Context: an optimization exercise on an open-source flow, tuned for small area, a short achievable clock period and few clock cycles per item. The choices shown serve that exercise and are no tape-out recipe.
Function was checked by simulation only, so behaviour that the tests miss may differ from the original.

==> flow/constraint.sdc <==
create_clock -name core_clock -period 8.0 [get_ports {clk}]
set_input_delay 1.6000 -clock core_clock [delete_from_list [all_inputs] [get_ports {clk}]]
set_output_delay 1.6000 -clock core_clock [all_outputs]
set_load 0.01 [all_outputs]
==> flow/config.mk <==
export PLATFORM = sky130hd
export DESIGN_NAME = md5
export DESIGN_NICKNAME = md5
export VERILOG_FILES = /design/flow/design.v
export SDC_FILE = /design/flow/constraint.sdc
export NUM_CORES = 4
export LEC_CHECK = 0
export CAP_MARGIN = 20
export CORE_MARGIN = 2
export CORE_UTILIZATION = 40
export PLACE_DENSITY = 0.6
export SLEW_MARGIN = 20
==> flow/design.v <==
module md5(
  input enable,
  input reset_n,
  input clk,
  input [63:0] initial_msg,
  input [0:127] passwd_hash,
  output test_done,
  output cracked
);
localparam [31:0] IVA = 32'h67452301;
localparam [31:0] IVB = 32'hefcdab89;
localparam [31:0] IVC = 32'h98badcfe;
localparam [31:0] IVD = 32'h10325476;
reg run;           
reg done;          
reg hit;           
reg [6:0] i;       
reg [31:0] b, c, d, p;
wire start = reset_n & ~run & ~done & enable;
wire [31:0] m0 = {initial_msg[39:32], initial_msg[47:40], initial_msg[55:48], initial_msg[63:56]};
wire [31:0] m1 = {initial_msg[7:0], initial_msg[15:8], initial_msg[23:16], initial_msg[31:24]};
wire [6:0] inext = i + 7'd1;
wire [5:0] n = inext[5:0];
reg [31:0] kw;
always @(*) begin
  case (n)
      6'd0: kw = 32'h2e7d7303;
      6'd1: kw = 32'he8c7b756;
      6'd2: kw = 32'h2420715b;
      6'd3: kw = 32'hc1bdceee;
      6'd4: kw = 32'hf57c0faf;
      6'd5: kw = 32'h4787c62a;
      6'd6: kw = 32'ha8304613;
      6'd7: kw = 32'hfd469501;
      6'd8: kw = 32'h698098d8;
      6'd9: kw = 32'h8b44f7af;
      6'd10: kw = 32'hffff5bb1;
      6'd11: kw = 32'h895cd7be;
      6'd12: kw = 32'h6b901122;
      6'd13: kw = 32'hfd987193;
      6'd14: kw = 32'ha67943ce;
      6'd15: kw = 32'h49b40821;
      6'd16: kw = 32'hf61e2562;
      6'd17: kw = 32'hc040b340;
      6'd18: kw = 32'h265e5a51;
      6'd19: kw = 32'he9b6c7aa;
      6'd20: kw = 32'hd62f105d;
      6'd21: kw = 32'h02441453;
      6'd22: kw = 32'hd8a1e681;
      6'd23: kw = 32'he7d3fbc8;
      6'd24: kw = 32'h21e1cde6;
      6'd25: kw = 32'hc3370816;
      6'd26: kw = 32'hf4d50d87;
      6'd27: kw = 32'h455a14ed;
      6'd28: kw = 32'ha9e3e905;
      6'd29: kw = 32'hfcefa478;
      6'd30: kw = 32'h676f02d9;
      6'd31: kw = 32'h8d2a4c8a;
      6'd32: kw = 32'hfffa3942;
      6'd33: kw = 32'h8771f681;
      6'd34: kw = 32'h6d9d6122;
      6'd35: kw = 32'hfde5384c;
      6'd36: kw = 32'ha4beea44;
      6'd37: kw = 32'h4bdecfa9;
      6'd38: kw = 32'hf6bb4b60;
      6'd39: kw = 32'hbebfbc70;
      6'd40: kw = 32'h289b7ec6;
      6'd41: kw = 32'heaa127fa;
      6'd42: kw = 32'hd4ef3085;
      6'd43: kw = 32'h04881d05;
      6'd44: kw = 32'hd9d4d039;
      6'd45: kw = 32'he6db99e5;
      6'd46: kw = 32'h1fa27cf8;
      6'd47: kw = 32'hc4ac56e5;
      6'd48: kw = 32'hf4292244;
      6'd49: kw = 32'h432aff97;
      6'd50: kw = 32'hab9423e7;
      6'd51: kw = 32'hfc93a039;
      6'd52: kw = 32'h655b59c3;
      6'd53: kw = 32'h8f0ccc92;
      6'd54: kw = 32'hffeff47d;
      6'd55: kw = 32'h85845dd1;
      6'd56: kw = 32'h6fa87e4f;
      6'd57: kw = 32'hfe2ce6e0;
      6'd58: kw = 32'ha3014314;
      6'd59: kw = 32'h4e0811a1;
      6'd60: kw = 32'hf7537e82;
      6'd61: kw = 32'hbd3af235;
      6'd62: kw = 32'h2ad7d33b;
      6'd63: kw = 32'heb86d391;
    default: kw = 32'h0;
  endcase
end
wire sel0 = (n == 6'd0) | (n == 6'd19) | (n == 6'd41) | (n == 6'd48);
wire sel1 = (n == 6'd1) | (n == 6'd16) | (n == 6'd36) | (n == 6'd55);
wire [31:0] mw = ({32{sel0}} & m0) | ({32{sel1}} & m1);
wire [31:0] pn = d + kw + mw;
wire [1:0] rnd = i[5:4];
wire [1:0] q = i[1:0];
reg [31:0] f1, f0;
always @(*) begin
  case (rnd)
    2'd0: begin f1 = c;         f0 = d;        end
    2'd1: begin f1 = c | d;     f0 = c & ~d;   end
    2'd2: begin f1 = ~(c ^ d);  f0 = c ^ d;    end
    default: begin f1 = ~c;     f0 = c ^ ~d;   end
  endcase
end
wire [31:0] f = (b & f1) | (~b & f0);
wire [31:0] t = p + f;
reg [31:0] r1;
always @(*) begin
  case (q)
    2'd0: r1 = {t[27:0], t[31:28]};
    2'd1: r1 = {t[22:0], t[31:23]};
    2'd2: r1 = {t[17:0], t[31:18]};
    default: r1 = {t[11:0], t[31:12]};
  endcase
end
reg [1:0] dl;
always @(*) begin
  case ({rnd, q})
    4'd0, 4'd1, 4'd2: dl = 2'd3;
    4'd3: dl = 2'd2;
    4'd4: dl = 2'd1;
    4'd5, 4'd6, 4'd7: dl = 2'd0;
    4'd8: dl = 2'd0;
    4'd9, 4'd10: dl = 2'd2;
    4'd11: dl = 2'd3;
    4'd12: dl = 2'd2;
    default: dl = 2'd1;
  endcase
end
reg [31:0] r2;
always @(*) begin
  case (dl)
    2'd0: r2 = r1;
    2'd1: r2 = {r1[30:0], r1[31]};
    2'd2: r2 = {r1[29:0], r1[31:30]};
    default: r2 = {r1[28:0], r1[31:29]};
  endcase
end
wire [31:0] bn = b + r2;
wire [31:0] ha = passwd_hash[0:31];
wire [31:0] hb = passwd_hash[32:63];
wire [31:0] hc = passwd_hash[64:95];
wire [31:0] hd = passwd_hash[96:127];
reg [31:0] pw, cw;
always @(*) begin
  case (i[1:0])
    2'd1: begin pw = ha; cw = IVA; end
    2'd2: begin pw = hd; cw = IVD; end
    2'd3: begin pw = hc; cw = IVC; end
    default: begin pw = hb; cw = IVB; end
  endcase
end
wire [31:0] pb = {pw[7:0], pw[15:8], pw[23:16], pw[31:24]};
wire [31:0] z = b ^ cw ^ pb;
wire [31:0] cy = {(cw[30:0] & (b[30:0] | ~pb[30:0])) | (~cw[30:0] & b[30:0] & ~pb[30:0]), 1'b0};
wire eqw = (z == cy);
wire chk = (i == 7'd61) | (i == 7'd62) | (i == 7'd63) | (i == 7'd64);
wire last = i[6];
always @(posedge clk) begin
  if (run) begin
    b <= bn;
    c <= b;
    d <= c;
    i <= inext;
  end else begin
    b <= IVB;
    c <= IVC;
    d <= IVD;
    i <= start ? 7'd0 : 7'd127;
  end
  p <= pn;
end
always @(posedge clk) begin
  if (~reset_n) begin
    run <= 1'b0;
    done <= 1'b0;
    hit <= 1'b0;
  end else if (hit) begin
    done <= 1'b1;
  end else if (done) begin
    done <= 1'b0;
  end else if (run) begin
    if (chk & (~eqw | last)) begin
      run <= 1'b0;
      done <= 1'b1;
      hit <= eqw;
    end
  end else if (enable) begin
    run <= 1'b1;
  end
end
assign test_done = done;
assign cracked = hit;
endmodule
==> flow/run.sh <==
#!/bin/bash
# synth_recipe.tcl (not shown) runs the flow's synth.tcl, then flattens the netlist and writes it again
# the make line also repeats each setting of config.mk as NAME=value (left out here)
make -C /OpenROAD-flow-scripts/flow DESIGN_CONFIG=/design/flow/config.mk WORK_HOME=/design/flow/orfs CLKGATE_MAP_FILE= SYNTH_SCRIPT=/design/flow/synth_recipe.tcl finish
==> results of run 1 <==
## worst paths after layout
kind | startpoint | end | cells past startpoint
min reg2reg | hit | run | 2
min | hit | run | 2
max | c[0] | b[31] | 29
max reg2reg | c[0] | b[31] | 29
## kinds of logic after synthesis
| kind of cell | Yosys count | synth area share (%) |
|---|---|---|
| simple gates | 635 | 15.3 |
| flops | 140 | 14.7 |
| xor+xnor | 154 | 7.08 |
| fa+ha+maj | 241 | 18.4 |
| mux | 141 | 9.76 |
| buf+inv | 347 | 6.95 |
| compound gates | 788 | 27.8 |
## metal layers
metal  vias to the layer above  wire, um  part of all wire (%)
met1                      9463     32300                    41
met3                       226      5070                   6.4
met4                         2      5020                   6.3
met5                         -        13                 0.016
met2                       906     37200                    47
li1                       9203         -                     -
## registers in the layout (all words and copies together), names as in the netlist
signal,cells
p,32
dl,2
d,32
done,1
b,32
i,7
run,1
hit,1
c,32
## per-stage QoR
step           worst slack [ns]  cell area [um^2]  hold slack [ns]
6_report                  0.517             22600            0.503
5_1_grt                  0.0628             22600            0.535
4_1_cts                   0.537             22600            0.506
3_5_place_dp              0.575             22100            0.495
3_3_place_gp              0.633             22100            0.486
2_1_floorplan             0.863             19000            0.463
## final cells by class
type / instances / area (um^2)
diodes: 1 / 2.50
clock inverters: 15 / 151
fillers: 4601 / 24100
clock buffers: 17 / 425
well taps: 607 / 759
inverters: 178 / 668
repair buffers: 302 / 2820
multi-input cells: 1959 / 15000
flip-flops and latches: 140 / 2810
## critical path: cells and delay by family, from the launching register on
| family | cells | cell delay, ns |
|---|---|---|
| adder cells (fa/ha/maj) | 4 | 1.38 |
| buffers and inverters | 3 | 0.42 |
| AO/OA/AOI/OAI | 12 | 3.02 |
| multiplexers | 3 | 0.89 |
| AND/OR/NAND/NOR | 6 | 1.14 |
| XOR/XNOR | 1 | 0.15 |
| flip-flops | 1 | 0.38 |
## cells in the mapped netlist (10+ instances only)
master and n:
o21bai_1 14, a222oi_1 36, o311ai_0 13, xor2_1 81
and3_1 17, nor2_1 163, inv_1 175, nand2_1 239
a21o_1 44, nand3_1 48, buf_1 31, clkbuf_1 128
o211ai_1 22, mux4_2 35, o31ai_1 16, dfxtp_1 140
ha_1 176, o21a_1 22, a22oi_1 36, a211o_1 10
xnor2_1 73, nand4_1 14, a221oi_1 32, o21ai_0 180
a311oi_1 14, nand2b_1 25, a211oi_1 25, fa_1 65
nor3_1 31, and2_1 54, a21oi_1 193, a31oi_1 32
a221o_1 10, mux2i_1 98
==> flow_summary.toml, run 1 <==
[run_status]
status = "timing/DRC/antenna clean"

[yosys]
netlist_area_um2 = 19000
synth_top_area_share_pct = 14.7
yosys.area.top_type = "dfxtp_1"
synthCells = 2446
synth_area_per_cell_um2 = 7.79
synthDistinctLibCells = 88
synthTopCellsByArea = "dfxtp_1, ha_1, fa_1, mux2i_1, a21oi_1"
ys_seq_elements = 140
synth-edff-count = 0
synth.yosys.seq_area_share_pct = 14.7
yosys_warnings = 1
synth-main-ff-cell = "dfxtp_1"
ys_async_sr_fraction_pct = 0
synthesis.nets = 2882

[grt]
grt_pass1_wl_mm = 118
use_met3_pct = 4.69
overflow = 0
grt_max_degree = 70
grt_use_met1_pct = 38.8
first_global_vias = 19281
grt_busiest_layer = "met2"
antenna_found_initial = 1
grt_use_total_pct = 31.6
grt_util_met2_pct = 52.8

[layout]
layout_common_cells = "nand2_1, clkdlybuf4s50_1, a21oi_1"
finalNetCount = 3034
final_core_util_pct = 48.4
area_growth_pct = 18.9
finalNonFillerCells = 3219
layout_commonest_cell = "nand2_1"
drive_above_1_share_pct = 8.46

[detailed_routing]
drc = 0
drtPass1Iterations = 7
vias = 19800
antenna_left = 0
routed_wirelength_mm = 79.6
via_per_inst = 6.15
drtIter0Drc = 1822
wl_per_cell_um = 24.7

[worst_setup_path]
cpPeakStageDelay_ns = 0.49
worstPathMaxFanout = 5
cp_slowest_cell = "mux4_2"
arrival_ns = 7.83
path_class = "flop to flop"
crit_path_frequent_cell = "ha_1"
worst_setup_path_start_kind = "flop"
end_kind = "flop"
reg2reg_setup_slack_ns = 0.52
cp.required_ns = 8.34

[placed_design]
dp_cells = 3186
gp_congestion = 0.997
dpl.hpwl_mm = 63.0
portBuffers = 196

[clock_tree]
cts.sink_count = 140
numCtsBuffers = 17
clockBufferDepth = 2
postCtsSetupRepairBufs = 0
clk_pin_slew_ns = 0.07
ctsRootBufferMaster = "clkbuf_16"
cts-resized-gates = 0
cts_hold_buffers = 0
h-tree-depth = 4
cts_tree = "built"
clkLatencyLatePin_ns = 0.46

[sta]
tightestPinTransition_ns = 1.02
setup_viol = 0
slew-limit-headroom_pct = 31.5
period_minus_slack_ns = 7.48
final.setup_skew_ns = 0.0140
fmax_ghz = 0.134
finalSetupTns_ns = 0
drv_slew = 0
hold_viol = 0
grt_setup_unrepaired = "false"
finalCritPeriodShare_pct = 93.5

[floorplanning]
rows = 79
fp.dieH_um = 222
fp.dieArea_um2 = 49400
die_x_um = 222
pin_count = 197
initial_core_util_pct = 40.7
core_area_um2 = 46800

[job]
cap_viol_max_count = 0

[min_path]
hold_class = "flop to flop"
Testbench counts, summed over its fixed seeds: cycles 24,672, hashes 384.
==> inputs of run 2 (changes only) <==
--- a/flow/config.mk
+++ b/flow/config.mk
@@ -6,4 +6,5 @@
 export NUM_CORES = 4
 export LEC_CHECK = 0
+export ABC_AREA = 1
 export CAP_MARGIN = 20
 export CORE_MARGIN = 2
==> run 2 against run 1 <==
Still clean on timing, DRC and antenna. Design area rose by 0.21%. Hold slack got worse by 0.028 ns. Non-clock buffer count fell by 74. Maximum frequency rose by 7.7%. Sequential cell count did not move. Sequential share of layout area fell by 0.059 points. Critical path depth fell by 8. Critical path type unchanged. Largest cell class unchanged.
==> flow_summary.toml, run 2 <==
[run_status]
status = "timing/DRC/antenna clean"

[layout]
layout_common_cells = "nand2_1, inv_1, a21oi_1"
finalNetCount = 3771
area_growth_pct = 16.4
antennaDiodeCount = 0
drive_above_1_share_pct = 3.41
layout_commonest_cell = "nand2_1"
num-fill-cells = 5006
finalNonFillerCells = 3962

[yosys]
synth-main-ff-cell = "dfxtp_1"
synthesis.nets = 3644
synthDistinctLibCells = 55
synth_area_per_cell_um2 = 6.08
synth-edff-count = 0
synthTopCellsByArea = "nand2_1, dfxtp_1, ha_1, inv_1, fa_1"
yosys.area.top_type = "nand2_1"
synth_top_area_share_pct = 15.8
synth.yosys.seq_area_share_pct = 14.4
synthCells = 3208
netlist_area_um2 = 19500
yosys_warnings = 1
synthTopCellsByCount = "nand2_1, inv_1, a21oi_1"
ys_seq_elements = 140
synth_most_common_cell = "nand2_1"
ys_async_sr_fraction_pct = 0

[clock_tree]
clk_pin_slew_ns = 0.06
cts_tree = "built"
ctsRootBufferMaster = "clkbuf_16"
cts.sink_count = 140
h-tree-depth = 4
clkLatencyLatePin_ns = 0.45
numCtsBuffers = 17
postCtsSetupRepairBufs = 0
cts_hold_buffers = 0
clockBufferDepth = 2
cts-resized-gates = 0

[floorplanning]
fp.dieArea_um2 = 50500
core_area_um2 = 47900
pin_count = 197
rows = 80
die_x_um = 225
fp.dieH_um = 225
initial_core_util_pct = 40.7

[job]
cap_viol_max_count = 0

[worst_setup_path]
cpPeakStageDelay_ns = 0.87
path_class = "flop to flop"
worst_setup_path_start_kind = "flop"
reg2reg_setup_slack_ns = 1.05
r2r_end = "p[22]"
timing.rr.start = "i[0]"
r2r_cells = 21
end_kind = "flop"
path_cells = "ha_1, inv_1, ha_1, buf_4, nor2_1, a21oi_1, nand2_1, a21oi_1, a2111oi_0, buf_4, fa_1, ha_1, nand2_1, o21ai_0, a21oi_1, inv_1, a31oi_1, o21ai_0, a21boi_0, o21ai_0, xor2_1"
cp.required_ns = 8.36
worstPathMaxFanout = 34
arrival_ns = 7.31
cp_slowest_cell = "dfxtp_1"

[min_path]
holdPathStages = 2
hold_end = "d[25]"
min_from = "c[25]"
hold_class = "flop to flop"

[placed_design]
dp_cells = 3931
portBuffers = 196
gp_congestion = 1.04
dpl.hpwl_mm = 70.5

[detailed_routing]
vias = 22963
drtPass1Iterations = 8
antenna_left = 0
wl_per_cell_um = 21.9
via_per_inst = 5.80
drtIter0Drc = 2699
routed_wirelength_mm = 86.9
drc = 0

[grt]
grt_use_total_pct = 33.9
antenna_found_initial = 3
grt_pass1_wl_mm = 130
grt_max_degree = 76
first_global_vias = 21861
overflow = 0

[sta]
period_minus_slack_ns = 6.95
tightestPinTransition_ns = 1.01
drv_slew = 0
finalCritPeriodShare_pct = 86.9
setup_viol = 0
fmax_ghz = 0.144
grt_setup_unrepaired = "false"
hold_viol = 0
slew-limit-headroom_pct = 32.1
finalSetupTns_ns = 0
final.setup_skew_ns = 0.0152
==> run 2: cell types whose count changed after synthesis, sizes merged, moves of 47 or more <==
cell / previous run / this run
nand2: 239 / 830
inv: 176 / 568
a21oi: 196 / 246
nor2: 163 / 210
mux2i: 98 / 0
xnor2: 73 / 19
nand3: 49 / 178
and2: 54 / 4
o22ai: 5 / 66
==> run 2: layer usage <==
| layer | track usage [%] | share of wire (%) | vias up |
|---|---|---|---|
| met2 | 54.5 | 44 | 1221 |
| met4 | 14.4 | 4.7 | 6 |
| met5 | 0 | 0.059 | - |
| met3 | 7.00 | 9.7 | 223 |
| met1 | 44.1 | 41 | 10695 |
| li1 | - | - | 10818 |
==> run 2: critical path: cells and delay by family (launching register included) <==
| family | cells | cell delay, ns |
|---|---|---|
| simple gates | 3 | 0.96 |
| fa+ha+maj | 4 | 1.43 |
| xor+xnor | 1 | 0.19 |
| compound gates | 9 | 2.69 |
| buf+inv | 4 | 0.72 |
| flops | 1 | 0.87 |
==> run 2: layout make-up <==
cell class | count | area, um^2 | share of cell area, %
Tap cell | 615 | 769 | 3.39
Inverter | 570 | 2140 | 9.43
Clock buffer | 19 | 443 | 1.95
Timing Repair Buffer | 228 | 2210 | 9.76
Multi-Input combinational cell | 2378 | 14100 | 62.2
Sequential cell | 140 | 2800 | 12.4
Clock inverter | 12 | 209 | 0.921
==> run 2: how the worst max path moves through the flow <==
stage | from | to | slack, ns | cells past startpoint
6_report | i[0] | p[22] | 1.05 | 21
5_1_grt | i[5] | b[23] | 0.58 | 30
4_1_cts | i[0] | p[22] | 1.32 | 21
3_5_place_dp | i[0] | p[22] | 1.34 | 21
3_3_place_gp | i[5] | b[25] | 1.18 | 28
2_1_floorplan | i[1] | p[31] | 2.78 | 27
==> run 2: per-stage QoR <==
step           hold WS [ns]  setup slack (ns)  cell area (um^2)  utilization (%)
6_report              0.475              1.05             22700             47.3
3_5_place_dp          0.467              1.34             22000             45.9
2_1_floorplan         0.447              2.78             19500                -
3_3_place_gp          0.452              1.18             22000             45.9
5_1_grt               0.493             0.585             22700             47.3
4_1_cts               0.474              1.32             22700             47.3
==> run 2: logic make-up (layout without fill, tap and decap cells) <==
group	after synthesis	in the layout	share of synthesized area (%)
XOR/XNOR	66	66	3.00
adder cells (fa/ha/maj)	242	242	18.0
flip-flops	140	140	14.4
AND/OR/NAND/NOR	1320	1320	28.0
AO/OA/AOI/OAI	750	750	23.2
buffers and inverters	690	829	13.3

-- static timing again, ports no longer ideal --
In the flow no input, the clock included, has a driving cell. The finished layouts below were timed again as built, in two steps. Step 1 (the two cells are an assumption about what drives the block):
set clk [get_ports {clk}]
set_driving_cell -lib_cell sky130_fd_sc_hd__clkbuf_16 $clk
set_driving_cell -lib_cell sky130_fd_sc_hd__buf_2 [delete_from_list [all_inputs] $clk]
Step 2, shift: input delay + t, output delay - t, t = (earliest + latest rising clock arrival at the registers) / 2. This alone moves slack from input paths to output paths. Three values: ideal ports, drivers, drivers and shift; two values: the first two.
run | t, ns | setup WS [ns] | worst setup path at the end | slew at the worst register clock pin (ns)
run 1 | 0.509 | 0.517 / 0.517 / 0.517 | register to register | 0.07 / 0.07
run 2 | 0.487 | 1.052 / 1.052 / 1.052 | register to register | 0.07 / 0.07
After both steps every run listed still meets setup and hold.
